Background: an optimization exercise with open tools, aiming at small area. Do not read the settings as production practice. Function was checked by simulation only, so behaviour that the tests miss may differ from the original. Power is estimated from default activity; no workload was simulated.

==> flow/design.v, too long to show whole: its modules and the start of the top module <==
// module full_adder: 10 lines
// module memory_reg_16bit: 17 lines
// module adder_16bit: 26 lines
// module constant_multiplier_16bit_RSH1: 21 lines
// module constant_multiplier_16bit_1byroot2: 22 lines
// module butterfly1_FFT: 8 lines
// module butterfly2_FFT: 11 lines
// module complex_multiplier_FFT: 13 lines
// module delay_16bit_4unit: 11 lines
// module FFT_8point_16bit: 2717 lines
// module half_adder: 4 lines
module FFT_8point_16bit(
    input [15:0] x0,x1,x2,x3,x4,x5,x6,x7,
    input en,clk,rst,
    output [15:0] r7,r6,r5,r4,r3,r2,r1,r0,i7,i6,i5,i4,i3,i2,i1,i0);
  // ...
==> flow/flow/run.sh <==
#!/bin/bash
# The standard layout (standard.sh, all ORFS steps), with two changes:
# the port buffers use the smallest buffer cell, and CTS inserts no dummy loads.
set -o pipefail
export BUFFER_PORTS_ARGS="-buffer_cell sky130_fd_sc_hd__buf_1"
export CTS_ARGS="-sink_clustering_enable -repair_clock_nets -buf_list sky130_fd_sc_hd__clkbuf_8 -sink_clustering_size 20 -sink_clustering_max_diameter 45 -dont_use_dummy_load"
bash standard.sh > standard.log 2>&1
==> flow/standard.sh <==
#!/bin/bash
# synth_recipe.tcl (not shown) runs the flow's synth.tcl, then flattens the netlist and writes it again
# the make line also repeats each setting of config.mk as NAME=value (left out here)
make -C /OpenROAD-flow-scripts/flow DESIGN_CONFIG=/design/flow/config.mk WORK_HOME=/design/flow/orfs CLKGATE_MAP_FILE= SYNTH_SCRIPT=/design/flow/synth_recipe.tcl "${@:-finish}"
==> flow/config.mk <==
export PLATFORM = sky130hd
export DESIGN_NAME = FFT_8point_16bit
export DESIGN_NICKNAME = FFT_8point_16bit
export VERILOG_FILES = /design/flow/design.v
export SDC_FILE = /design/flow/constraint.sdc
export NUM_CORES = 4
export LEC_CHECK = 0
export CAP_MARGIN = 20
export CORE_MARGIN = 2
export CORE_UTILIZATION = 88
export SLEW_MARGIN = 20
export SYNTH_HIERARCHICAL = 1
==> flow/constraint.sdc <==
create_clock -name core_clock -period 8.5 [get_ports {clk}]
set_input_delay 1.7000 -clock core_clock [delete_from_list [all_inputs] [get_ports {clk}]]
set_output_delay 1.7000 -clock core_clock [all_outputs]
set_load 0.01 [all_outputs]
==> results by group, run 1 <==
Synth
  • Cell taking the most area after synthesis: dfxtp_1
  • Synth async-reset ratio: 0%
  • Post-synth EDFFs: 0
  • Top post-synthesis cells by area: dfxtp_1 57%, fa_1 25%, buf_4 5.9%
  • Post-synthesis mux area share: less than 1%
  • Post-Synth XOR/XNOR Area: ~1.6%
  • Yosys reg bits: ~860
  • Mean Syn Cell Area: between 10 and 15 um2
  • Dominant synthesized flop cell: dfxtp_1
  • Mapped Cells: slightly above 2000
  • Unique masters post-synth: 29
  • Synth Area in Adders: approximately 29%
  • Post-Syn Area: approximately 0.030 mm2
  • Compound-Gate Fraction of Synth Area: less than 1%
  • Cell with the most instances after synthesis: dfxtp_1
  • Combinational family with the most area after synthesis: adder cells
  • Sequential area share after synthesis: a little under three fifths
  • Most instantiated cells after synthesis: 861 x dfxtp_1, 385 x fa_1, 239 x buf_4
  • Post-synth top area share: 56.8%
  • Synth warnings: 7
  • Simple-gate share of the synthesized area: approximately 3.3%

Floorplanning
  • Die Y: 190 um
  • # rows: 67
  • IO Pins: between 300 and 400
  • Initial Utilization: 90.0%
  • Die X-Extent: between 150 and 200 um

Placed design
  • DPL Wire Length: ~53000 um
  • Gpl congestion: around 0.87
  • Port-buffer cells: approximately 350

Run status
  • Status: did not finish
  • Exit stage: detailed placement (3_5_place_dp)
  • Error message: [ERROR DPL-0033] detailed placement checks failed during check placement.
==> inputs of run 2 (changes only) <==
--- a/flow/design.v
+++ b/flow/design.v
@@ -2374,71 +2374,71 @@
   full_adder f1062(~q7[86], n_998, n_1060, n_1061, n_1062);
   wire n_1063;
   assign n_1063 = ~q7[87] ^ n_1062;
   wire n_1064;
   assign n_1064 = ~q7[87] & n_1062;
   wire n_1065;
   assign n_1065 = ~q7[88] ^ n_998 ^ n_1064;
   wire n_1066;
-  assign n_1066 = ~q7[92] ^ q7[123];
+  assign n_1066 = q7[92] ^ ~q7[123];
   wire n_1067;
   assign n_1067 = q7[92] & ~q7[123];
   wire n_1068;
   wire n_1069;
-  full_adder f1069(~q7[108], n_1002, ~n_1067, n_1068, n_1069);
+  full_adder f1069(q7[108], ~n_1002, n_1067, n_1068, n_1069);
   wire n_1070;
   wire n_1071;
-  full_adder f1071(~q7[109], n_1003, n_1069, n_1070, n_1071);
+  full_adder f1071(q7[109], ~n_1003, n_1069, n_1070, n_1071);
   wire n_1072;
-  assign n_1072 = ~q7[110] ^ n_1071;
+  assign n_1072 = q7[110] ^ n_1071;
   wire n_1073;
-  assign n_1073 = ~q7[110] & n_1071;
+  assign n_1073 = ~q7[110] & ~n_1071;
   wire n_1074;
-  assign n_1074 = ~q7[111] ^ n_1073;
+  assign n_1074 = q7[111] ^ ~n_1073;
   wire n_1075;
   assign n_1075 = ~q7[111] & n_1073;
   wire n_1076;
-  assign n_1076 = ~q7[112] ^ n_1075;
+  assign n_1076 = q7[112] ^ ~n_1075;
   wire n_1077;
   assign n_1077 = ~q7[112] & n_1075;
   wire n_1078;
-  assign n_1078 = ~q7[113] ^ n_1077;
+  assign n_1078 = q7[113] ^ ~n_1077;
   wire n_1079;
   assign n_1079 = ~q7[113] & n_1077;
   wire n_1080;
-  assign n_1080 = ~q7[114] ^ n_1079;
+  assign n_1080 = q7[114] ^ ~n_1079;
   wire n_1081;
   assign n_1081 = ~q7[114] & n_1079;
   wire n_1082;
   wire n_1083;
-  full_adder f1083(~q7[115], n_1001, n_1081, n_1082, n_1083);
+  full_adder f1083(q7[115], ~n_1001, ~n_1081, n_1082, n_1083);
   wire n_1084;
-  assign n_1084 = ~q7[116] ^ n_1083;
+  assign n_1084 = q7[116] ^ n_1083;
   wire n_1085;
-  assign n_1085 = ~q7[116] & n_1083;
+  assign n_1085 = ~q7[116] & ~n_1083;
   wire n_1086;
   wire n_1087;
-  full_adder f1087(~q7[117], n_1001, n_1085, n_1086, n_1087);
+  full_adder f1087(q7[117], ~n_1001, ~n_1085, n_1086, n_1087);
   wire n_1088;
-  assign n_1088 = ~q7[118] ^ n_1087;
+  assign n_1088 = q7[118] ^ n_1087;
   wire n_1089;
-  assign n_1089 = ~q7[118] & n_1087;
+  assign n_1089 = ~q7[118] & ~n_1087;
   wire n_1090;
   wire n_1091;
-  full_adder f1091(~q7[119], n_1001, n_1089, n_1090, n_1091);
+  full_adder f1091(q7[119], ~n_1001, ~n_1089, n_1090, n_1091);
   wire n_1092;
   wire n_1093;
-  full_adder f1093(~q7[120], n_1001, n_1091, n_1092, n_1093);
+  full_adder f1093(q7[120], ~n_1001, n_1091, n_1092, n_1093);
   wire n_1094;
-  assign n_1094 = ~q7[121] ^ n_1093;
+  assign n_1094 = q7[121] ^ n_1093;
   wire n_1095;
-  assign n_1095 = ~q7[121] & n_1093;
+  assign n_1095 = ~q7[121] & ~n_1093;
   wire n_1096;
-  assign n_1096 = ~q7[122] ^ n_1001 ^ n_1095;
+  assign n_1096 = q7[122] ^ ~n_1001 ^ ~n_1095;
   wire n_1097;
   wire n_1098;
   half_adder h1098(q7[92], q7[123], n_1097, n_1098);
   wire n_1099;
   wire n_1100;
   full_adder f1100(q7[93], n_1002, n_1098, n_1099, n_1100);
   wire n_1101;
   wire n_1102;
@@ -2769,31 +2769,31 @@
   assign i2[9] = q7[51];
   assign i2[10] = q7[52];
   assign i2[11] = q7[53];
   assign i2[12] = q7[54];
   assign i2[13] = q7[55];
   assign i2[14] = q7[56];
   assign i2[15] = q7[57];
   assign i3[0] = ~n_1066;
-  assign i3[1] = n_1068;
-  assign i3[2] = n_1070;
+  assign i3[1] = ~n_1068;
+  assign i3[2] = ~n_1070;
   assign i3[3] = n_1072;
   assign i3[4] = n_1074;
   assign i3[5] = n_1076;
   assign i3[6] = n_1078;
   assign i3[7] = n_1080;
-  assign i3[8] = n_1082;
+  assign i3[8] = ~n_1082;
   assign i3[9] = n_1084;
-  assign i3[10] = n_1086;
+  assign i3[10] = ~n_1086;
   assign i3[11] = n_1088;
-  assign i3[12] = n_1090;
-  assign i3[13] = n_1092;
+  assign i3[12] = ~n_1090;
+  assign i3[13] = ~n_1092;
   assign i3[14] = n_1094;
-  assign i3[15] = n_1096;
+  assign i3[15] = ~n_1096;
   assign i4[0] = 1'b0;
   assign i4[1] = 1'b0;
   assign i4[2] = 1'b0;
   assign i4[3] = 1'b0;
   assign i4[4] = 1'b0;
   assign i4[5] = 1'b0;
   assign i4[6] = 1'b0;
   assign i4[7] = 1'b0;
==> flow/flow/run.sh (replaced) <==
#!/bin/bash
# The standard layout (standard.sh, all ORFS steps), with three changes:
# the port buffers use the smallest buffer cell, and CTS inserts no dummy loads, and one tie cell drives all constant outputs.
set -o pipefail
export BUFFER_PORTS_ARGS="-buffer_cell sky130_fd_sc_hd__buf_1"
export SKIP_REPAIR_TIE_FANOUT=1
export CTS_ARGS="-sink_clustering_enable -repair_clock_nets -buf_list sky130_fd_sc_hd__clkbuf_8 -sink_clustering_size 24 -sink_clustering_max_diameter 40 -dont_use_dummy_load"
bash standard.sh > standard.log 2>&1
==> flow/config.mk (replaced) <==
export PLATFORM = sky130hd
export DESIGN_NAME = FFT_8point_16bit
export DESIGN_NICKNAME = FFT_8point_16bit
export VERILOG_FILES = /design/flow/design.v
export SDC_FILE = /design/flow/constraint.sdc
export NUM_CORES = 4
export LEC_CHECK = 0
export CAP_MARGIN = 20
export CORE_MARGIN = 2
export CORE_UTILIZATION = 80
export SLEW_MARGIN = 20
export SYNTH_HIERARCHICAL = 1
==> results by group, run 2 <==
Layout
  • Area delta synth->final: 3.26%
  • Layout cells sized above 1: 2.98%
  • Largest regs: q6 (128), q7 (126), q1 (121)
  • Leading cell types in the layout, fill and taps excluded: 860 x dfxtp_1, 385 x fa_1, 354 x buf_1
  • Commonest non-fill, non-tap cell in the layout: dfxtp_1
  • Area occupied by multi-input gates: approximately 0.010 mm2
  • Post-Layout Cell Count: ~2700
  • Largest reg by FF count: q6
  • Number of flip-flops in the largest register: 128
  • Nets: roughly 2800
  • FF/Latch Area: 0.0172 mm2
  • # fillers: roughly 2000

Synth
  • Top post-synthesis cells by area: dfxtp_1 57%, fa_1 25%, buf_4 5.7%
  • Post-Syn Area: 0.0303 mm2 (about the same)
  • Most instantiated cells after synthesis: 861 x dfxtp_1, 385 x fa_1, 237 x inv_1
  • Synth async-reset ratio: 0% (unchanged)
  • Unique masters post-synth: 30 (+3.4%)
  • Dominant synthesized flop cell: dfxtp_1
  • Mapped Cells: 2056 (+0.049%)
  • Cell taking the most area after synthesis: dfxtp_1
  • Post-synth top area share: 56.9% (about the same)
  • Cell with the most instances after synthesis: dfxtp_1
  • Mean Syn Cell Area: 14.7 um2 (about the same)
  • Sequential area share after synthesis: 56.9% (about the same)
  • Synth warnings: 7 (unchanged)
  • Yosys reg bits: 861 (unchanged)
  • Post-synth EDFFs: 0 (unchanged)

Timing
  • Final Max Slew Viols: 0
  • Final setup vio count: 0
  • Setup repair after global routing missed its margin: false
  • Hold_ws: ~0.27 ns
  • Crit path time final: 7.89 ns
  • Final period utilization: between 90% and 100%
  • Worst slew margin: 25.6%
  • Slew @ Worst Pin: 1.12 ns
  • Final hold violation count: 0
  • Fmax: 127 MHz
  • TNS Setup: 0 ns
  • Clock skew: 0.0579 ns

Global routing
  • Initial antenna violation count: 18
  • First-pass GRT wire length: ~75000 um
  • Vias in the first global route: around 14000
  • Largest net degree at the start of global routing: around 120
  • Overflow left after global routing: 0
  • Global-route usage over all layers: 26.2%

Floorplanning
  • # rows: 71 (+6.0%)
  • Core area: around 0.037 mm2
  • Initial Utilization: 80.8% (-9.1 points)
  • Die X-Extent: 199 um (+4.8%)
  • Die ar.: a little under 0.04 mm2
  • Die Y: 199 um (+4.8%)
  • IO Pins: 387 (unchanged)

Placed design
  • Gpl congestion: 0.865 (-1.1%)
  • Placed cell count: 2663
  • Port-buffer cells: 354 (unchanged)
  • DPL Wire Length: 39800 um (-25%)

Clock network
  • CTS resizes: 0
  • CTS tree: done
  • Root Driver: clkbuf_8
  • Clock Tree Buf Depth: 3
  • Number of post-CTS setup repair buffers: 0
  • Later-pin clock latency in the skew report: just under 0.7 ns
  • Post-CTS Hold Fix Bufs: 0
  • Reg clk slew, reported paths: between 0.1 and 0.15 ns
  • H-tree depth: 2
  • Cts bufs inserted: 60
  • Sink Count: roughly 860

Setup path
  • Critical path arrival: approximately 8.4 ns
  • Max FO, Critical Path: 2
  • Worst EP required: roughly 9.0 ns
  • Crit. End Element: flop
  • Worst setup SP type: input pin
  • WS Path Type: in -> reg

Pwr
  • Static Leak: approximately 14 nW
  • Worst vdd ir: 0.366 mV
  • PwrDens: slightly below 400 mW/mm2
  • Combinational Power Share: 33.4%
  • Internal: 8.34 mW
  • Switch share: between 30% and 40%
  • Psw: roughly 4 mW
  • Clock power frac: ~14%
  • Total power: ~12 mW
  • Flop pwr share: between 50% and 60%

Route
  • DRC errors left: 0
  • Initial drt markers: roughly 470
  • Total Wirelength: between 40000 and 50000 um
  • Antenna Violating Nets Remaining: 0
  • DR vias/cell: just under 5
  • Drt pass-1 iters: 5
  • WL per Instance: ~18 um
  • Via count: 13400

Run status
  • Status: no timing/DRC/antenna violations

Hold path
  • Worst Hold Class: reg -> reg

Run
  • Max Cap Viol: 0
-- run 2: Yosys stat by module (local to each module, per instance) --
| module | cell area (um2) | flops+latches | copies in the design |
|---|---|---|---|
| half_adder | 12.5 | 0 | 33 |
| full_adder | 20.0 | 0 | 385 |
| FFT_8point_16bit | 22200 | 861 | 1 |
-- run 2: power by group through the flow --
stage	logic, mW	registers (mW)	clock network, mW
floorplan	2.84	6.26	0
global placement	3.83	6.48	0
detailed placement	4.20	6.57	0
CTS	4.24	6.49	1.78
global route	4.81	6.61	1.91
finish	4.12	6.46	1.74
-- run 2: logic make-up (layout without fill, tap and decap cells) --
kind of cell             Yosys count  after routing  share of synthesized area (%)
other                              1              9                         0.0124
buffers and inverters            496            652                           9.02
flip-flops                       861            861                           56.9
adder cells (fa/ha/maj)          469            469                           28.9
AND/OR/NAND/NOR                  167            167                           3.32
multiplexers                       1              1                         0.0330
XOR/XNOR                          52             52                           1.65
AO/OA/AOI/OAI                      9              9                          0.202
-- run 2: final timing paths --
| path | depth (start not counted) | from | to | slack (ns) |
|---|---|---|---|---|
| hold / removal | 0 | q3[53] | q4[53] | 0.27 |
| setup / recovery | 21 | x1[0] | q1[120] | 0.61 |
| setup reg to reg | 16 | q5[92] | q6[104] | 1.46 |
| hold reg to reg | 0 | q3[53] | q4[53] | 0.27 |
-- run 2: worst max-delay path, cell delays in order --
cell and delay (ns):
buf_1 0.09, inv_1 0.07, ha_1 0.15, inv_1 0.05, fa_1 0.37, fa_1 0.41
fa_1 0.41, fa_1 0.39, fa_1 0.38, fa_1 0.39, fa_1 0.39, fa_1 0.39
fa_1 0.39, fa_1 0.39, fa_1 0.41, fa_1 0.39, fa_1 0.40, fa_1 0.56
inv_1 0.09, fa_1 0.42, xor2_1 0.18
-- run 2: cell type report --
cell class	instances	share of cell area, %
sequential	861	55.1
tap	511	2.04
multi-input combinational	699	33.1
clock buffer	60	2.64
timing repair buffer	355	4.27
antenna	8	0.0640
inverter	237	2.84
-- run 2: layer usage --
layer / share of wire (%) / vias up / global-route usage, % / wire length [um]
met4: 2.6 / 20 / 8.60 / 1270
met5: 0.28 / - / 0 / 140
li1: - / 6258 / - / -
met1: 37 / 6641 / 30.3 / 18200
met3: 7.3 / 99 / 6.63 / 3640
met2: 53 / 376 / 47.7 / 26500
-- run 2: per-stage QoR --
stage	instance area [um2]	setup slack (ns)	utilization (%)
final	31300	0.613	83.5
after global routing	31300	0.434	83.4
after CTS	31300	0.621	83.4
after detailed placement	30500	-0.126	81.2
after global placement	30500	0.0739	81.2
after floorplan	30300	0.403	-
==> inputs of run 3 (changes only) <==
==> flow/flow/run.sh (replaced) <==
#!/bin/bash
# The standard layout (standard.sh, all ORFS steps), with three changes:
# the port buffers use the smallest buffer cell, and CTS inserts no dummy loads, and one tie cell drives all constant outputs.
set -o pipefail
export BUFFER_PORTS_ARGS="-buffer_cell sky130_fd_sc_hd__buf_1"
export SKIP_REPAIR_TIE_FANOUT=1
export CTS_ARGS="-sink_clustering_enable -repair_clock_nets -buf_list sky130_fd_sc_hd__clkbuf_16 -sink_clustering_size 30 -sink_clustering_max_diameter 50 -dont_use_dummy_load"
bash standard.sh > standard.log 2>&1
==> results by group, run 3 <==
Clock network
  • Root Driver: clkbuf_16
  • CTS resizes: 0 (unchanged)
  • Reg clk slew, reported paths: 0.10 ns (-0.02 ns)
  • Cts bufs inserted: 45 (-25%)
  • Clock Tree Buf Depth: 3 (unchanged)
  • CTS tree: done
  • Number of post-CTS setup repair buffers: 0 (unchanged)
  • Sink Count: 861 (unchanged)
  • H-tree depth: 2 (unchanged)
  • Later-pin clock latency in the skew report: 0.58 ns (-0.10 ns)
  • Post-CTS Hold Fix Bufs: 0 (unchanged)

Synth
  • Synth async-reset ratio: 0% (unchanged)
  • Compound-Gate Fraction of Synth Area: 0.202% (unchanged)
  • Post-synthesis mux area share: 0.0330% (unchanged)
  • Simple-gate share of the synthesized area: 3.32% (unchanged)
  • Yosys reg bits: 861 (unchanged)
  • Cell with the most instances after synthesis: dfxtp_1
  • Mapped Cells: 2056 (unchanged)
  • Synth warnings: 7 (unchanged)
  • Sequential area share after synthesis: 56.9% (unchanged)
  • Post-synth EDFFs: 0 (unchanged)
  • Post-Synth XOR/XNOR Area: 1.65% (unchanged)
  • Unique masters post-synth: 30 (unchanged)
  • Top post-synthesis cells by area: dfxtp_1 57%, fa_1 25%, buf_4 5.7%
  • Dominant synthesized flop cell: dfxtp_1
  • Mean Syn Cell Area: 14.7 um2 (unchanged)
  • Post-synth top area share: 56.9% (unchanged)
  • Combinational family with the most area after synthesis: adder cells
  • Cell taking the most area after synthesis: dfxtp_1
  • Most instantiated cells after synthesis: 861 x dfxtp_1, 385 x fa_1, 237 x inv_1
  • Post-Syn Area: 0.0303 mm2 (unchanged)
  • Synth Area in Adders: 28.9% (unchanged)

Floorplanning
  • # rows: 71 (unchanged)
  • Initial Utilization: 80.8% (unchanged)
  • Core area: 0.0375 mm2 (unchanged)
  • IO Pins: 387 (unchanged)
  • Die ar.: 0.0395 mm2 (unchanged)
  • Die Y: 199 um (unchanged)
  • Die X-Extent: 199 um (unchanged)

Timing
  • Fmax: 120 MHz (-5.2%)
  • Slew @ Worst Pin: 0.907 ns (-0.209 ns)
  • Final setup vio count: 0 (unchanged)
  • Clock skew: 0.0507 ns (-0.00719 ns)
  • Setup repair after global routing missed its margin: false
  • Final hold violation count: 0 (unchanged)
  • TNS Setup: 0 ns (unchanged)
  • Worst slew margin: 39.4% (+14 points)
  • Crit path time final: 8.32 ns (+0.436 ns)
  • Final Max Slew Viols: 0 (unchanged)
  • Final period utilization: 97.9% (+5.1 points)
  • Hold_ws: 0.281 ns (+0.00872 ns)

Setup path
  • Crit. End Element: flop
  • Worst EP required: 8.99 ns (-0.04 ns)
  • CP peak stage delay: 0.46 ns (-0.10 ns)
  • CP delay by family, top: adder cells
  • WS Path Type: in -> reg
  • Crit path buf inv count: 1 (-3)
  • Worst flop-to-flop path endpoint: q6[103]
  • Crit-path most repeated cell: fa_1
  • Critical path arrival: 8.81 ns (+0.39 ns)
  • Critical R2R Launch: q5[98]
  • Worst path slowest cell: fa_1
  • Depth of the worst register-to-register path: 15 (-1)
  • Max FO, Critical Path: 2 (unchanged)
  • Reg-to-reg setup timing slack: 1.42 ns (-0.04 ns)
  • Worst path cell trace: buf_1, ha_1, fa_1, fa_1, fa_1, fa_1, fa_1, fa_1, fa_1, fa_1, fa_1, fa_1, fa_1, fa_1, fa_1, fa_1, xnor2_1, xnor2_1, xnor2_1, xnor2_1
  • Worst setup SP type: input pin

Pwr
  • PwrDens: 412 mW/mm2 (+4.7%)
  • Total power: 13.0 mW (+5.8%)
  • Static Leak: 13.9 nW (+0.98%)
  • Flop pwr share: 50.0% (-2.5 points)
  • Psw: 4.28 mW (+7.6%)
  • Internal: 8.76 mW (+5.0%)
  • Switch share: 32.8% (+0.53 points)
  • Combinational Power Share: 33.9% (+0.5 points)
  • Clock power frac: 16.1% (+2.0 points)
  • Worst vdd ir: 0.284 mV (-22%)

Route
  • Initial drt markers: 620 (+31%)
  • Via count: 13700 (+2.1%)
  • Antenna Violating Nets Remaining: 0 (unchanged)
  • WL per Instance: 20.5 um (+12%)
  • Total Wirelength: 55600 um (+12%)
  • Drt pass-1 iters: 5 (unchanged)
  • DRC errors left: 0 (unchanged)
  • DR vias/cell: 5.03 (+2.6%)

Layout
  • Area delta synth->final: 4.35%
  • Core Util, Final: 84.4% (+0.88 points)
  • Commonest non-fill, non-tap cell in the layout: dfxtp_1
  • Largest reg by FF count: q6
  • Nets: 2799 (-0.50%)
  • Design Area, Final: 0.0316 mm2 (+1.1%)
  • Largest regs: q6 (128), q7 (126), q1 (121)
  • Leading cell types in the layout, fill and taps excluded: 860 x dfxtp_1, 385 x fa_1, 354 x buf_1
  • Layout cells sized above 1: 2.37% (-0.62 points)
  • Number of flip-flops in the largest register: 128 (unchanged)

Global routing
  • Initial antenna violation count: 17 (-1)
  • Overflow left after global routing: 0 (unchanged)
  • Global-route usage over all layers: 28.7% (+2.5 points)
  • Vias in the first global route: 15000 (+4.4%)
  • Largest net degree at the start of global routing: 124 (unchanged)
  • First-pass GRT wire length: 81700 um (+8.9%)

Hold path
  • Hold Crit Start: q3[46]
  • Worst Hold Class: reg -> reg
  • Hold depth: 0 (unchanged)
  • Hold Crit Endpoint: q4[46]

Placed design
  • Gpl congestion: 0.865 (unchanged)
  • Placed inst area: 0.0305 mm2 (unchanged)
  • Port-buffer cells: 354 (unchanged)
  • DPL Wire Length: 39800 um (unchanged)

Run status
  • Status: no timing/DRC/antenna violations

Run
  • Max Cap Viol: 0 (unchanged)
[run 3: final cells by class]
cell class	count	area, um2
inverter	237	890
timing repair buffer	356	1360
fill	1859	5860
antenna	9	22.5
tap	511	639
multi-input combinational	699	10300
clock buffer	45	1130
sequential	861	17200
[run 3: cell families (layout without fill, tap and decap cells)]
logic type,after synthesis,count (layout)
adder cells (fa/ha/maj),469,469
flip-flops,861,861
AND/OR/NAND/NOR,167,167
buffers and inverters,496,638
AO/OA/AOI/OAI,9,9
multiplexers,1,1
XOR/XNOR,52,52
other,1,10
[run 3: how the worst max path moves through the flow]
| stage | from | endpoint | slack (ns) | depth (start not counted) |
|---|---|---|---|---|
| final | x0[0] | q1[14] | 0.18 | 20 |
| after global routing | x0[0] | q1[14] | 0.02 | 20 |
| after CTS | x0[0] | q1[14] | 0.17 | 20 |
| after detailed placement | x0[0] | q1[14] | -0.13 | 18 |
| after global placement | x7[0] | q1[120] | 0.07 | 20 |
| after floorplan | x1[0] | q1[120] | 0.40 | 20 |
[run 3: power by group through the flow]
| stage | combinational [mW] | clock [mW] | sequential, mW |
|---|---|---|---|
| after floorplan | 2.84 | 0 | 6.26 |
| after global placement | 3.83 | 0 | 6.48 |
| after detailed placement | 4.20 | 0 | 6.57 |
| after CTS | 4.53 | 2.12 | 6.53 |
| after global routing | 5.01 | 2.25 | 6.65 |
| final | 4.42 | 2.10 | 6.52 |
[run 3: per-module statistics from Yosys (local to each module, per instance)]
module            area [um2]  cells
full_adder              20.0      1
half_adder              12.5      1
FFT_8point_16bit       22200   1638
[run 3: stage by stage]
| step | std cells | worst slack [ns] |
|---|---|---|
| after global placement | 2663 | 0.0739 |
| after CTS | 2708 | 0.166 |
| after detailed placement | 2663 | -0.126 |
| after global routing | 2710 | 0.0221 |
| after floorplan | 2056 | 0.403 |
| final | 2718 | 0.177 |
[run 3: routing by layer]
metal  GRT usage [%]  vias up  part of all wire, %
li1                -     6244                    -
met1            32.2     6844                   36
met2            52.9      425                   54
met5               0        -                 0.24
met3            5.70      141                  5.7
met4            12.8       20                  4.3
==> inputs of run 4 (changes only) <==
==> flow/flow/run.sh (replaced) <==
#!/bin/bash
# The standard layout (standard.sh, all ORFS steps), with three changes:
# the port buffers use the smallest buffer cell, and CTS inserts no dummy loads, and one tie cell drives all constant outputs.
set -o pipefail
export BUFFER_PORTS_ARGS="-buffer_cell sky130_fd_sc_hd__buf_1"
export SKIP_REPAIR_TIE_FANOUT=1
export CTS_ARGS="-sink_clustering_enable -repair_clock_nets -buf_list sky130_fd_sc_hd__clkbuf_4 -sink_clustering_size 10 -sink_clustering_max_diameter 40 -dont_use_dummy_load"
bash standard.sh > standard.log 2>&1
==> results by group, run 4 <==
Hold path
  • Worst Hold Class: reg -> reg
  • Hold Crit Endpoint: q3[119]
  • Hold Crit Start: q2[119]
  • Hold depth: 0 (unchanged)

Synth
  • Most instantiated cells after synthesis: 861 x dfxtp_1, 385 x fa_1, 237 x inv_1
  • Compound-Gate Fraction of Synth Area: 0.202% (unchanged)
  • Post-Synth XOR/XNOR Area: 1.65% (unchanged)
  • Combinational family with the most area after synthesis: adder cells
  • Post-synth EDFFs: 0 (unchanged)
  • Dominant synthesized flop cell: dfxtp_1
  • Post-synth top area share: 56.9% (unchanged)
  • Synth async-reset ratio: 0% (unchanged)
  • Post-synthesis mux area share: 0.0330% (unchanged)
  • Unique masters post-synth: 30 (unchanged)
  • Sequential area share after synthesis: 56.9% (unchanged)
  • Yosys reg bits: 861 (unchanged)
  • Mapped Cells: 2056 (unchanged)
  • Cell taking the most area after synthesis: dfxtp_1
  • Mean Syn Cell Area: 14.7 um2 (unchanged)
  • Simple-gate share of the synthesized area: 3.32% (unchanged)
  • Cell with the most instances after synthesis: dfxtp_1
  • Post-Syn Area: 0.0303 mm2 (unchanged)
  • Top post-synthesis cells by area: dfxtp_1 57%, fa_1 25%, buf_4 5.7%
  • Synth Area in Adders: 28.9% (unchanged)
  • Synth warnings: 7 (unchanged)

Floorplanning
  • # rows: 71 (unchanged)
  • Initial Utilization: 80.8% (unchanged)
  • Die Y: 199 um (unchanged)
  • Die X-Extent: 199 um (unchanged)
  • Die ar.: 0.0395 mm2 (unchanged)
  • Core area: 0.0375 mm2 (unchanged)
  • IO Pins: 387 (unchanged)

Setup path
  • Critical path arrival: 6.11 ns (-2.70 ns)
  • Depth of the worst register-to-register path: 15 (unchanged)
  • Critical R2R Launch: q5[98]
  • Worst flop-to-flop path endpoint: q6[103]
  • Crit. End Element: output port
  • Reg-to-reg setup timing slack: 1.51 ns (+0.09 ns)
  • Max FO, Critical Path: 3 (+1)
  • Worst setup SP type: flop
  • WS Path Type: reg -> out
  • Worst EP required: 6.80 ns (-2.19 ns)

Clock network
  • CTS tree: done
  • Later-pin clock latency in the skew report: 0.79 ns (+0.21 ns)
  • CTS resizes: 0 (unchanged)
  • Cts bufs inserted: 98 (+120%)
  • Number of post-CTS setup repair buffers: 0 (unchanged)
  • Clock Tree Buf Depth: 3 (unchanged)
  • Post-CTS Hold Fix Bufs: 0 (unchanged)
  • H-tree depth: 3 (+1)
  • Root Driver: clkbuf_4
  • Reg clk slew, reported paths: 0.10 ns (about the same)
  • Sink Count: 861 (unchanged)

Pwr
  • Static Leak: 13.8 nW (-0.83%)
  • PwrDens: 391 mW/mm2 (-5.3%)
  • Switch share: 32.5% (-0.35 points)
  • Total power: 12.2 mW (-6.5%)
  • Clock power frac: 13.5% (-2.6 points)
  • Internal: 8.23 mW (-6.0%)
  • Flop pwr share: 53.0% (+3.0 points)
  • Worst vdd ir: 0.303 mV (+6.8%)
  • Combinational Power Share: 33.5% (-0.4 points)
  • Psw: 3.96 mW (-7.5%)

Layout
  • # fillers: 2045 (+10%)
  • Largest reg by FF count: q6
  • Commonest non-fill, non-tap cell in the layout: dfxtp_1
  • Core Util, Final: 83.3% (-1.1 points)
  • Layout cells sized above 1: 4.62% (+2.3 points)
  • Leading cell types in the layout, fill and taps excluded: 860 x dfxtp_1, 385 x fa_1, 354 x buf_1
  • FF/Latch Area: 0.0172 mm2 (unchanged)
  • Largest regs: q6 (128), q7 (126), q1 (121)
  • Post-Layout Cell Count: 2771 (+1.9%)
  • Area occupied by multi-input gates: 0.0103 mm2 (unchanged)
  • Nets: 2851 (+1.9%)
  • Design Area, Final: 0.0312 mm2 (-1.3%)
  • Area delta synth->final: 2.98%
  • Number of flip-flops in the largest register: 128 (unchanged)

Timing
  • Final setup vio count: 0 (unchanged)
  • Clock skew: 0.0691 ns (+0.0184 ns)
  • TNS Setup: 0 ns (unchanged)
  • Final hold violation count: 0 (unchanged)
  • Crit path time final: 7.81 ns (-0.510 ns)
  • Slew @ Worst Pin: 1.06 ns (+0.149 ns)
  • Final period utilization: 91.9% (-6.0 points)
  • Fmax: 128 MHz (+6.5%)
  • Setup repair after global routing missed its margin: false
  • Final Max Slew Viols: 0 (unchanged)
  • Hold_ws: 0.281 ns (+0.000122 ns)
  • Final WS setup: 0.687 ns (+0.510 ns)
  • Worst slew margin: 29.6% (-9.8 points)

Global routing
  • Overflow left after global routing: 0 (unchanged)
  • First-pass GRT wire length: 74600 um (-8.7%)
  • Largest net degree at the start of global routing: 124 (unchanged)
  • Initial antenna violation count: 18 (+1)
  • Global-route usage over all layers: 26.0% (-2.7 points)
  • Vias in the first global route: 14600 (-2.8%)

Run status
  • Status: no timing/DRC/antenna violations

Route
  • WL per Instance: 17.7 um (-13%)
  • DR vias/cell: 4.87 (-3.2%)
  • Antenna Violating Nets Remaining: 0 (unchanged)
  • Via count: 13500 (-1.3%)
  • Total Wirelength: 49000 um (-12%)
  • Initial drt markers: 454 (-27%)
  • DRC errors left: 0 (unchanged)
  • Drt pass-1 iters: 4 (-1)

Placed design
  • Port-buffer cells: 354 (unchanged)
  • Placed inst area: 0.0305 mm2 (unchanged)
  • Placed cell count: 2663 (unchanged)
  • Gpl congestion: 0.865 (unchanged)
  • DPL Wire Length: 39800 um (unchanged)
  • Dpl ws: -0.126 ns (unchanged)

Run
  • Max Cap Viol: 0 (unchanged)
## run 4: cell count changes in the layout (fill, tap and decap cells not counted)
cell,previous run,this run
diode_2,9,10
clkbuf_16,45,0
clkbuf_4,0,98
buf_16,1,0
## run 4: critical path, stage by stage (launching register included)
cell,delay [ns]
dfxtp_1,0.38
nand2b_1,0.18
inv_1,0.08
fa_1,0.41
fa_1,0.38
ha_1,0.19
ha_1,0.18
ha_1,0.18
ha_1,0.18
ha_1,0.19
fa_1,0.36
ha_1,0.20
fa_1,0.36
ha_1,0.20
fa_1,0.39
fa_1,0.37
ha_1,0.29
inv_1,0.04
ha_1,0.20
xor2_1,0.16
xnor2_1,0.15
xnor2_1,0.13
buf_1,0.16
## run 4: how the worst max path moves through the flow
stage | slack, ns | to | from
final | 0.69 | i7[15] | q7[125]
after floorplan | 0.40 | q1[120] | x1[0]
after global routing | 0.38 | i7[15] | q7[125]
after global placement | 0.07 | q1[120] | x7[0]
after CTS | 0.53 | i7[15] | q7[125]
after detailed placement | -0.13 | q1[14] | x0[0]
## run 4: Yosys stat by module, one instance, submodules excluded
module            area, um2  copies in the design
FFT_8point_16bit      22200                     1
full_adder             20.0                   385
half_adder             12.5                    33
## run 4: power by group through the flow
stage	combinational, mW	sequential, mW	clock, mW
floorplan	2.84	6.26	0
global route	4.80	6.61	1.86
global placement	3.83	6.48	0
CTS	4.21	6.48	1.70
finish	4.09	6.46	1.64
detailed placement	4.20	6.57	0
## run 4: metal layers
| metal | track usage (%) | part of all wire, % | up-vias |
|---|---|---|---|
| met1 | 30.1 | 37 | 6627 |
| met3 | 7.14 | 7.6 | 92 |
| li1 | - | - | 6372 |
| met5 | 0 | 0.24 | - |
| met4 | 9.09 | 2.4 | 18 |
| met2 | 46.6 | 53 | 384 |
## run 4: kinds of logic after synthesis
family	Yosys count
compound gates	9
xor+xnor	52
fa+ha+maj	469
buf+inv	496
flops	861
mux	1
other cells	1
simple gates	167
## run 4: layout make-up
cell class,instances,area share [%]
Inverter,237,2.85
Clock buffer,98,2.36
Antenna cell,10,0.0802
Timing Repair Buffer,355,4.28
Sequential cell,861,55.2
Multi-Input combinational cell,699,33.1
Tap cell,511,2.05
==> inputs of run 5 (changes only) <==
==> flow/flow/run.sh (replaced) <==
#!/bin/bash
# The standard layout (standard.sh, all ORFS steps), with three changes:
# the port buffers use the smallest buffer cell, and CTS inserts no dummy loads, and one tie cell drives all constant outputs.
set -o pipefail
export BUFFER_PORTS_ARGS="-buffer_cell sky130_fd_sc_hd__buf_1"
export SKIP_REPAIR_TIE_FANOUT=1
export CTS_ARGS="-sink_clustering_enable -repair_clock_nets -buf_list sky130_fd_sc_hd__clkbuf_8 -sink_clustering_size 20 -sink_clustering_max_diameter 50 -dont_use_dummy_load"
bash standard.sh > standard.log 2>&1
--- a/flow/config.mk
+++ b/flow/config.mk
@@ -7,6 +7,6 @@
 export LEC_CHECK = 0
 export CAP_MARGIN = 20
 export CORE_MARGIN = 2
-export CORE_UTILIZATION = 80
+export CORE_UTILIZATION = 75
 export SLEW_MARGIN = 20
 export SYNTH_HIERARCHICAL = 1
==> results by group, run 5 <==
Synth
  • Top post-synthesis cells by area: dfxtp_1 57%, fa_1 25%, buf_4 5.7%
  • Synth async-reset ratio: 0% (unchanged)
  • Sequential area share after synthesis: 56.9% (unchanged)
  • Mapped Cells: 2056 (unchanged)
  • Cell taking the most area after synthesis: dfxtp_1
  • Unique masters post-synth: 30 (unchanged)
  • Cell with the most instances after synthesis: dfxtp_1
  • Dominant synthesized flop cell: dfxtp_1
  • Synth warnings: 7 (unchanged)
  • Yosys reg bits: 861 (unchanged)
  • Post-synth EDFFs: 0 (unchanged)
  • Post-Syn Area: 0.0303 mm2 (unchanged)
  • Most instantiated cells after synthesis: 861 x dfxtp_1, 385 x fa_1, 237 x inv_1
  • Post-synth top area share: 56.9% (unchanged)
  • Mean Syn Cell Area: 14.7 um2 (unchanged)

Layout
  • Commonest non-fill, non-tap cell in the layout: dfxtp_1
  • Area delta synth->final: 3.10%
  • # fillers: 2414 (+18%)
  • Largest regs: q6 (128), q7 (126), q1 (121)
  • Nets: 2808 (-1.5%)
  • Leading cell types in the layout, fill and taps excluded: 860 x dfxtp_1, 385 x fa_1, 354 x buf_1
  • Largest reg by FF count: q6
  • Post-Layout Cell Count: 2737 (-1.2%)
  • Layout cells sized above 1: 2.76% (-1.9 points)
  • Number of flip-flops in the largest register: 128 (unchanged)

Clock network
  • Number of post-CTS setup repair buffers: 0 (unchanged)
  • CTS tree: done
  • Root Driver: clkbuf_8
  • Sink Count: 861 (unchanged)
  • H-tree depth: 2 (-1)
  • Clock Tree Buf Depth: 3 (unchanged)
  • Later-pin clock latency in the skew report: 0.67 ns (-0.12 ns)
  • Cts bufs inserted: 54 (-45%)
  • Post-CTS Hold Fix Bufs: 0 (unchanged)
  • Reg clk slew, reported paths: 0.11 ns (about the same)
  • CTS resizes: 0 (unchanged)

Setup path
  • WS Path Type: in -> reg
  • Crit. End Element: flop
  • Max FO, Critical Path: 2 (-1)
  • Worst flop-to-flop path endpoint: q6[119]
  • Reg-to-reg setup timing slack: 1.60 ns (+0.09 ns)
  • Crit. Startpoint: x1[0]
  • Depth of the worst register-to-register path: 15 (unchanged)
  • Worst EP required: 8.98 ns (+2.18 ns)
  • Critical path arrival: 8.39 ns (+2.28 ns)
  • Critical R2R Launch: q5[113]
  • Worst setup SP type: input pin

Placed design
  • Gpl congestion: 0.842 (-2.7%)
  • Port-buffer cells: 354 (unchanged)
  • Placed cell count: 2677 (+0.53%)
  • DPL Wire Length: 38700 um (-2.8%)

Run
  • Max Cap Viol: 0 (unchanged)

Route
  • Total Wirelength: 47800 um (-2.6%)
  • WL per Instance: 17.5 um (-1.4%)
  • Via count: 13200 (-2.2%)
  • DR vias/cell: 4.82 (-1.0%)
  • Drt pass-1 iters: 4 (unchanged)
  • DRC errors left: 0 (unchanged)
  • Antenna Violating Nets Remaining: 0 (unchanged)
  • Initial drt markers: 491 (+8.1%)

Timing
  • Hold_ws: 0.254 ns (-0.0268 ns)
  • Crit path time final: 7.91 ns (+0.0923 ns)
  • TNS Setup: 0 ns (unchanged)
  • Final hold violation count: 0 (unchanged)
  • Final period utilization: 93.0% (+1.1 points)
  • Fmax: 126 MHz (-1.2%)
  • Slew @ Worst Pin: 0.824 ns (-0.232 ns)
  • Setup repair after global routing missed its margin: false
  • Final Max Slew Viols: 0 (unchanged)
  • Worst slew margin: 45.1% (+15 points)
  • Final setup vio count: 0 (unchanged)
  • Clock skew: 0.0625 ns (-0.00663 ns)

Global routing
  • Met2 Use GR: 41.6% (-4.9 points)
  • Initial antenna violation count: 13 (-5)
  • Largest net degree at the start of global routing: 130 (+4.8%)
  • Global-route usage over all layers: 23.6% (-2.3 points)
  • Met1 Use GR: 29.0% (-1.1 points)
  • First-pass GRT wire length: 73600 um (-1.3%)
  • Overflow left after global routing: 0 (unchanged)
  • Vias in the first global route: 14100 (-3.5%)
  • GR peak layer: met2
  • GR Layer Usage met3: 6.44% (-0.70 points)

Pwr
  • Worst vdd ir: 0.296 mV (-2.3%)
  • PwrDens: 384 mW/mm2 (-1.6%)
  • Static Leak: 13.7 nW (-0.39%)

Hold path
  • Hold Crit Endpoint: q3[54]
  • Worst Hold Class: reg -> reg
  • Hold depth: 0 (unchanged)
  • Hold Crit Start: q2[54]

Floorplanning
  • Core area: 0.0398 mm2 (+6.2%)
  • Die ar.: 0.0420 mm2 (+6.5%)
  • Die Y: 205 um (+3.2%)
  • Die X-Extent: 205 um (+3.2%)
  • # rows: 73 (+2.8%)
  • IO Pins: 387 (unchanged)
  • Initial Utilization: 76.1% (-4.7 points)

Run status
  • Status: no timing/DRC/antenna violations
-- run 5: cell count changes in the layout (fill, tap and decap cells not counted), sizes merged --
| cell | previous run | this run |
|---|---|---|
| buf | 355 | 356 |
| clkbuf | 98 | 54 |
| diode | 10 | 5 |
-- run 5: worst max path at each step --
stage                     slack [ns]  depth (start not counted)       to
after detailed placement       -0.06                         19   q1[28]
after global routing            0.40                         19   q1[58]
after floorplan                 0.40                         20  q1[120]
after global placement          0.02                         19   q1[28]
final                           0.59                         19   q1[58]
after CTS                       0.63                         19   q1[58]
-- run 5: layer usage --
| metal | vias to the layer above | routed length [um] |
|---|---|---|
| met5 | - | 130 |
| met1 | 6554 | 18800 |
| met4 | 18 | 995 |
| met3 | 79 | 3210 |
| li1 | 6232 | - |
| met2 | 309 | 24600 |
-- run 5: layout make-up --
type                       instances  area, um2  share of cell area [%]
timing repair buffer             356       1360                    4.35
antenna                            5       12.5                  0.0400
inverter                         237        890                    2.85
tap                              525        657                    2.10
clock buffer                      54        743                    2.38
sequential                       861      17200                    55.2
multi-input combinational        699      10300                    33.1
-- run 5: kinds of logic after synthesis --
logic type / synth area share (%)
fa+ha+maj: 28.9
mux: 0.0330
simple gates: 3.32
xor+xnor: 1.65
other cells: 0.0124
buf+inv: 9.02
flops: 56.9
compound gates: 0.202
-- run 5: metrics by stage --
stage	setup slack, ns	cell area [um2]	total power, mW	util [%]
floorplan	0.403	30300	9.10	-
global placement	0.0219	30500	10.3	76.5
detailed placement	-0.0641	30500	10.6	76.5
CTS	0.627	31200	12.2	78.4
global route	0.397	31200	13.2	78.4
finish	0.595	31200	12.0	78.5
-- run 5: Yosys stat by module (local to each module, per instance) --
module            copies in the design  cells inside  flops+latches  area (um2)
half_adder                          33             1              0        12.5
full_adder                         385             1              0        20.0
FFT_8point_16bit                     1          1638            861       22200
-- run 5: worst max-delay path, cell delays in order --
cell    delay, ns
buf_1        0.09
ha_1         0.21
fa_1         0.39
fa_1         0.39
fa_1         0.40
fa_1         0.39
fa_1         0.40
fa_1         0.39
fa_1         0.38
fa_1         0.39
fa_1         0.42
fa_1         0.39
fa_1         0.40
fa_1         0.40
fa_1         0.42
fa_1         0.57
inv_1        0.08
fa_1         0.40
xor2_1       0.17
-- run 5: power by group --
part	internal, mW	leakage [nW]	switching [mW]
registers	5.72	7.21	0.712
logic	1.91	6.11	2.01
clock network	0.571	0.388	1.08
total	8.20	13.7	3.81
==> inputs of run 6 (changes only) <==
--- a/flow/config.mk
+++ b/flow/config.mk
@@ -7,6 +7,7 @@
 export LEC_CHECK = 0
 export CAP_MARGIN = 20
 export CORE_MARGIN = 2
-export CORE_UTILIZATION = 75
+export CORE_UTILIZATION = 80
+export GPL_TIMING_DRIVEN = 0
 export SLEW_MARGIN = 20
 export SYNTH_HIERARCHICAL = 1
==> results by group, run 6 <==
Placed design
  • DPL Wire Length: 46500 um (+20%)
  • Port-buffer cells: 354 (unchanged)
  • Gpl congestion: 0.855 (+1.6%)
  • Placed cell count: 2921 (+9.1%)

Synth
  • Yosys reg bits: 861 (unchanged)
  • Mapped Cells: 2056 (unchanged)
  • Cell taking the most area after synthesis: dfxtp_1
  • Synth Area in Adders: 28.9% (unchanged)
  • Post-synth top area share: 56.9% (unchanged)
  • Dominant synthesized flop cell: dfxtp_1
  • Combinational family with the most area after synthesis: adder cells
  • Top post-synthesis cells by area: dfxtp_1 57%, fa_1 25%, buf_4 5.7%
  • Post-synth EDFFs: 0 (unchanged)
  • Synth async-reset ratio: 0% (unchanged)
  • Post-Syn Area: 0.0303 mm2 (unchanged)
  • Most instantiated cells after synthesis: 861 x dfxtp_1, 385 x fa_1, 237 x inv_1
  • Synth warnings: 7 (unchanged)
  • Simple-gate share of the synthesized area: 3.32% (unchanged)
  • Compound-Gate Fraction of Synth Area: 0.202% (unchanged)
  • Cell with the most instances after synthesis: dfxtp_1
  • Sequential area share after synthesis: 56.9% (unchanged)
  • Post-synthesis mux area share: 0.0330% (unchanged)
  • Post-Synth XOR/XNOR Area: 1.65% (unchanged)
  • Unique masters post-synth: 30 (unchanged)
  • Mean Syn Cell Area: 14.7 um2 (unchanged)

Floorplanning
  • # rows: 71 (-2.7%)
  • Core area: 0.0375 mm2 (-5.9%)
  • Die ar.: 0.0395 mm2 (-6.1%)
  • Die Y: 199 um (-3.1%)
  • Die X-Extent: 199 um (-3.1%)
  • IO Pins: 387 (unchanged)
  • Initial Utilization: 80.8% (+4.7 points)

Timing
  • Final Max Slew Viols: 0 (unchanged)
  • Clock skew: 0.0431 ns (-0.0194 ns)
  • Worst slew margin: 49.7% (+4.6 points)
  • Slew @ Worst Pin: 0.755 ns (-0.0688 ns)
  • Fmax: 120 MHz (-4.9%)
  • Final period utilization: 97.8% (+4.8 points)
  • Crit path time final: 8.31 ns (+0.406 ns)
  • Final hold violation count: 0 (unchanged)
  • Setup repair after global routing missed its margin: false
  • Final setup vio count: 0 (unchanged)

Setup path
  • Crit. End Element: flop
  • Critical path arrival: 8.81 ns (+0.42 ns)
  • Worst setup SP type: input pin
  • Worst EP required: 9.00 ns (+0.02 ns)
  • WS Path Type: in -> reg
  • Max FO, Critical Path: 2 (unchanged)
  • Critical R2R Launch: q5[98]
  • Crit. Startpoint: x2[0]

Clock network
  • Cts bufs inserted: 51 (-5.6%)
  • Sink Count: 861 (unchanged)
  • Number of post-CTS setup repair buffers: 0 (unchanged)
  • H-tree depth: 2 (unchanged)
  • Later-pin clock latency in the skew report: 0.64 ns (-0.03 ns)
  • Clock Tree Buf Depth: 3 (unchanged)
  • Post-CTS Hold Fix Bufs: 0 (unchanged)
  • Reg clk slew, reported paths: 0.12 ns (about the same)
  • CTS resizes: 0 (unchanged)
  • CTS tree: done
  • Root Driver: clkbuf_8

Pwr
  • PwrDens: 378 mW/mm2 (-1.7%)
  • Static Leak: 15.0 nW (+9.2%)
  • Worst vdd ir: 0.299 mV (+0.95%)

Hold path
  • Hold Crit Start: q2[106]
  • Worst Hold Class: reg -> reg

Global routing
  • Overflow left after global routing: 0 (unchanged)
  • Initial antenna violation count: 10 (-3)
  • Largest net degree at the start of global routing: 33 (-75%)
  • Vias in the first global route: 16700 (+18%)
  • First-pass GRT wire length: 91400 um (+24%)
  • Global-route usage over all layers: 31.9% (+8.3 points)

Layout
  • Nets: 3062 (+9.0%)
  • Layout cells sized above 1: 11.7% (+8.9 points)
  • Post-Layout Cell Count: 2978 (+8.8%)
  • Number of flip-flops in the largest register: 128 (unchanged)
  • # fillers: 1540 (-36%)
  • Area delta synth->final: 8.86%
  • Commonest non-fill, non-tap cell in the layout: dfxtp_1
  • Largest regs: q6 (128), q7 (126), q1 (121)
  • Largest reg by FF count: q6
  • Core Util, Final: 88.0% (+9.5 points)
  • Leading cell types in the layout, fill and taps excluded: 861 x dfxtp_1, 385 x fa_1, 354 x buf_1

Route
  • DR vias/cell: 5.01 (+4.0%)
  • Via count: 14900 (+13%)
  • Initial drt markers: 645 (+31%)
  • WL per Instance: 20.5 um (+18%)
  • Antenna Violating Nets Remaining: 0 (unchanged)
  • DRC errors left: 0 (unchanged)
  • Total Wirelength: 61100 um (+28%)
  • Drt pass-1 iters: 5 (+1)

Run status
  • Status: no timing/DRC/antenna violations

Run
  • Max Cap Viol: 0 (unchanged)
## run 6: final timing paths
kind                                end  slack [ns]  depth (start not counted)
worst max-delay path             q1[28]        0.19                         19
worst min-delay path            q3[106]        0.29                          0
worst max register to register  q6[103]        1.50                         15
worst min register to register  q3[106]        0.29                          0
## run 6: per-module statistics from Yosys (local to each module, per instance)
module	cells inside	cell area, um2	times used
FFT_8point_16bit	1638	22200	1
full_adder	1	20.0	385
half_adder	1	12.5	33
## run 6: power by group
| part | internal (mW) | total [mW] | switching (mW) |
|---|---|---|---|
| Combinational | 2.05 | 4.30 | 2.25 |
| Clock | 0.542 | 1.65 | 1.11 |
| Sequential | 5.73 | 6.51 | 0.787 |
| Total | 8.32 | 12.5 | 4.15 |
## run 6: cells by family (layout without fill, tap and decap cells)
logic type                 after synthesis  in the layout
DFF                                    861            861
buffers and inverters                  496            901
adders and majority gates              469            469
and+or+nand+nor                        167            167
xor gates and xnor gates                52             52
AOI/OAI and AO/OA                        9              9
other                                    1              7
muxes                                    1              1
## run 6: cell type report
class                      instances  area, um2  area share, %
tap                              511        639           1.94
buffer                           259       1840           5.59
timing repair buffer             354       1330           4.03
multi-input combinational        699      10300           31.3
inverter                         237        890           2.70
sequential                       861      17200           52.2
clock buffer                      51        702           2.13
antenna                            6       15.0         0.0455
## run 6: through the flow
stage / hold WS, ns / power (mW) / area (um2) / worst slack, ns / setup TNS (ns)
finish: 0.295 / 12.5 / 33000 / 0.188 / 0
global route: 0.307 / 13.4 / 33000 / 0.110 / 0
CTS: 0.284 / 12.6 / 33000 / 0.221 / 0
detailed placement: 0.312 / 10.8 / 32300 / -0.446 / -2.15
global placement: 0.310 / 10.2 / 32300 / -0.0977 / -0.193
floorplan: 0.310 / 9.10 / 30300 / 0.403 / 0
## run 6: layer usage
| layer | wire length [um] | part of all wire (%) | up-vias | GRT usage (%) |
|---|---|---|---|---|
| met3 | 3310 | 5.4 | 176 | 5.82 |
| met1 | 21600 | 35 | 7433 | 35.3 |
| li1 | - | - | 6749 | - |
| met5 | 63 | 0.10 | - | 0 |
| met2 | 33500 | 55 | 564 | 60.1 |
| met4 | 2660 | 4.3 | 10 | 13.8 |
## run 6: worst max-delay path: stages
cell and delay [ns]:
buf_1 0.11, ha_1 0.27, fa_1 0.40, fa_1 0.39
fa_1 0.66, inv_1 0.11, fa_1 0.43, fa_1 0.41
fa_1 0.41, fa_1 0.39, fa_1 0.39, fa_1 0.40
fa_1 0.45, fa_1 0.44, fa_1 0.43, fa_1 0.44
fa_1 0.40, fa_1 0.39, xor2_1 0.17
==> inputs of run 7 (changes only) <==
--- a/flow/config.mk
+++ b/flow/config.mk
@@ -8,6 +8,5 @@
 export CAP_MARGIN = 20
 export CORE_MARGIN = 2
 export CORE_UTILIZATION = 80
-export GPL_TIMING_DRIVEN = 0
 export SLEW_MARGIN = 20
 export SYNTH_HIERARCHICAL = 1
==> results by group, run 7 <==
Timing
  • Slew @ Worst Pin: 1.11 ns (+0.354 ns)
  • TNS Setup: 0 ns (unchanged)
  • Worst slew margin: 26.1% (-24 points)
  • Final setup vio count: 0 (unchanged)
  • Clock skew: 0.0536 ns (+0.0106 ns)
  • Final period utilization: 92.6% (-5.2 points)
  • Fmax: 127 MHz (+5.6%)
  • Final Max Slew Viols: 0 (unchanged)
  • Final WS setup: 0.627 ns (+0.439 ns)
  • Final hold violation count: 0 (unchanged)
  • Setup repair after global routing missed its margin: false
  • Crit path time final: 7.87 ns (-0.439 ns)

Layout
  • Nets: 2806 (-8.4%)
  • Commonest non-fill, non-tap cell in the layout: dfxtp_1
  • Layout cells sized above 1: 2.68% (-9.0 points)
  • Leading cell types in the layout, fill and taps excluded: 860 x dfxtp_1, 385 x fa_1, 354 x buf_1
  • Design Area, Final: 0.0312 mm2 (-5.4%)
  • # fillers: 1979 (+29%)
  • Largest regs: q6 (128), q7 (126), q1 (121)
  • Largest reg by FF count: q6
  • Area occupied by multi-input gates: 0.0103 mm2 (about the same)
  • Area delta synth->final: 2.94%
  • FF/Latch Area: 0.0172 mm2 (about the same)
  • Core Util, Final: 83.2% (-4.8 points)
  • Number of flip-flops in the largest register: 128 (unchanged)

Synth
  • Cell taking the most area after synthesis: dfxtp_1
  • Mean Syn Cell Area: 14.7 um2 (unchanged)
  • Synth warnings: 7 (unchanged)
  • Synth async-reset ratio: 0% (unchanged)
  • Most instantiated cells after synthesis: 861 x dfxtp_1, 385 x fa_1, 237 x inv_1
  • Mapped Cells: 2056 (unchanged)
  • Post-Syn Area: 0.0303 mm2 (unchanged)
  • Dominant synthesized flop cell: dfxtp_1
  • Post-synth EDFFs: 0 (unchanged)
  • Unique masters post-synth: 30 (unchanged)
  • Top post-synthesis cells by area: dfxtp_1 57%, fa_1 25%, buf_4 5.7%
  • Yosys reg bits: 861 (unchanged)
  • Cell with the most instances after synthesis: dfxtp_1
  • Post-synth top area share: 56.9% (unchanged)
  • Sequential area share after synthesis: 56.9% (unchanged)

Global routing
  • First-pass GRT wire length: 74700 um (-18%)
  • Global-route usage over all layers: 26.0% (-6.0 points)
  • Initial antenna violation count: 17 (+7)
  • Largest net degree at the start of global routing: 124 (+280%)
  • Overflow left after global routing: 0 (unchanged)
  • Vias in the first global route: 14300 (-14%)

Route
  • Total Wirelength: 49600 um (-19%)
  • Drt pass-1 iters: 5 (unchanged)
  • Via count: 13400 (-11%)
  • Antenna Violating Nets Remaining: 0 (unchanged)
  • DR vias/cell: 4.91 (-2.2%)
  • Initial drt markers: 510 (-21%)
  • DRC errors left: 0 (unchanged)
  • WL per Instance: 18.2 um (-11%)

Clock network
  • Post-CTS Hold Fix Bufs: 0 (unchanged)
  • CTS tree: done
  • Sink Count: 861 (unchanged)
  • Cts bufs inserted: 53 (+3.9%)
  • Root Driver: clkbuf_8
  • Reg clk slew, reported paths: 0.11 ns (about the same)
  • Clock Tree Buf Depth: 3 (unchanged)
  • CTS resizes: 0 (unchanged)
  • H-tree depth: 2 (unchanged)
  • Number of post-CTS setup repair buffers: 0 (unchanged)
  • Later-pin clock latency in the skew report: 0.61 ns (-0.03 ns)

Pwr
  • PwrDens: 393 mW/mm2 (+4.0%)
  • Total power: 12.3 mW (-1.6%)
  • Worst vdd ir: 0.307 mV (+2.7%)
  • Switch share: 32.5% (-0.82 points)
  • Internal: 8.28 mW (-0.42%)
  • Clock power frac: 13.4% (about the same)
  • Flop pwr share: 52.7% (+0.4 points)
  • Static Leak: 13.7 nW (-8.5%)
  • Combinational Power Share: 33.9% (-0.6 points)
  • Psw: 3.98 mW (-4.0%)

Floorplanning
  • IO Pins: 387 (unchanged)
  • Core area: 0.0375 mm2 (unchanged)
  • Die Y: 199 um (unchanged)
  • # rows: 71 (unchanged)
  • Die X-Extent: 199 um (unchanged)
  • Die ar.: 0.0395 mm2 (unchanged)
  • Initial Utilization: 80.8% (unchanged)

Hold path
  • Worst Hold Class: reg -> reg

Setup path
  • Crit. End Element: flop
  • Critical path arrival: 8.38 ns (-0.43 ns)
  • Max FO, Critical Path: 2 (unchanged)
  • Worst EP required: 9.01 ns (about the same)
  • Worst setup SP type: input pin
  • WS Path Type: in -> reg

Placed design
  • DPL Wire Length: 39800 um (-14%)
  • Dpl ws: -0.126 ns (+0.320 ns)
  • Port-buffer cells: 354 (unchanged)
  • Gpl congestion: 0.865 (+1.2%)
  • Placed inst area: 0.0305 mm2 (-5.7%)

Run
  • Max Cap Viol: 0 (unchanged)

Run status
  • Status: no timing/DRC/antenna violations
run 7: cell counts after synthesis:
Identical to the previous run, type by type.
run 7: power groups by stage:
stage / sequential [mW] / clock [mW] / combinational (mW)
finish: 6.46 / 1.64 / 4.15
global placement: 6.48 / 0 / 3.83
global route: 6.61 / 1.81 / 4.85
CTS: 6.48 / 1.68 / 4.28
detailed placement: 6.57 / 0 / 4.20
floorplan: 6.26 / 0 / 2.84
run 7: area by class of cell:
cell class	instances	share of cell area [%]
sequential	861	55.3
multi-input combinational	699	33.2
timing repair buffer	355	4.28
inverter	237	2.85
clock buffer	53	2.34
tap	511	2.05
antenna	7	0.0561
run 7: final timing paths:
path                            startpoint      end  slack (ns)  depth (start not counted)
worst max-delay path                 x4[0]   q1[14]        0.63                         18
worst min-delay path                q3[23]   q4[23]        0.27                          0
worst max register to register      q5[92]  q6[103]        1.46                         16
worst min register to register      q3[23]   q4[23]        0.27                          0
run 7: logic make-up (layout without fill, tap and decap cells):
family	after synthesis	in the layout	synth area share [%]
other	1	8	0.0124
flip-flops	861	861	56.9
AND/OR/NAND/NOR	167	167	3.32
buffers and inverters	496	645	9.02
XOR/XNOR	52	52	1.65
AO/OA/AOI/OAI	9	9	0.202
adder cells (fa/ha/maj)	469	469	28.9
multiplexers	1	1	0.0330
run 7: critical path: stages:
cell and delay (ns):
buf_1 0.10, ha_1 0.25, fa_1 0.40, fa_1 0.41
fa_1 0.39, fa_1 0.39, fa_1 0.53, fa_1 0.48
fa_1 0.39, fa_1 0.41, fa_1 0.41, fa_1 0.39
fa_1 0.40, fa_1 0.40, fa_1 0.39, fa_1 0.40
fa_1 0.39, xnor2_1 0.14
run 7: per-module statistics from Yosys, one instance, submodules excluded:
module / flops+latches / copies in the design / cells inside / cell area [um2]
FFT_8point_16bit: 861 / 1 / 1638 / 22200
full_adder: 0 / 385 / 1 / 20.0
half_adder: 0 / 33 / 1 / 12.5
run 7: through the flow:
stage                     instances  hold WS, ns
final                          2723        0.266
after global routing           2716        0.272
after CTS                      2716        0.266
after detailed placement       2663        0.312
after global placement         2663        0.310
after floorplan                2056        0.310
run 7: routing by layer:
| metal | share of wire, % | global-route usage [%] |
|---|---|---|
| met4 | 2.5 | 7.21 |
| met5 | 0.28 | 0 |
| met2 | 53 | 47.8 |
| met3 | 6.4 | 6.49 |
| met1 | 38 | 30.2 |

## re-timing with driven ports
The results above use ideal ports. As a check the final layouts listed here were re-extracted and re-timed, cells and wires unchanged.
Step 1 assumes that a clkbuf_16 drives the clock port and a buf_2 every other input.
Step 2 moves the port delays by t, midway between the first and last clock arrival at a register: inputs arrive t later, outputs are due t later. That takes back most of the time a late clock gives input paths.
a / b / c = ideal ports / drivers / drivers and shift; a / b = the first two.
run	t, ns	slack for setup (ns)	worst setup path at the end
run 2	0.698	0.613 / 0.645 / -0.053	input to register
run 3	0.613	0.177 / 0.209 / -0.404	input to register
run 4	0.794	0.687 / 0.634 / -0.028	input to register
run 5	0.685	0.594 / 0.621 / -0.064	input to register
run 6	0.665	0.188 / 0.172 / -0.494	input to register
run 7	0.645	0.627 / 0.658 / 0.013	input to register
Met with ideal ports but missed after step 2: setup timing in 5 of these runs. The setup slack of run 4, which loses most, moves by -0.053 ns with the drivers and by -0.715 ns with both steps.
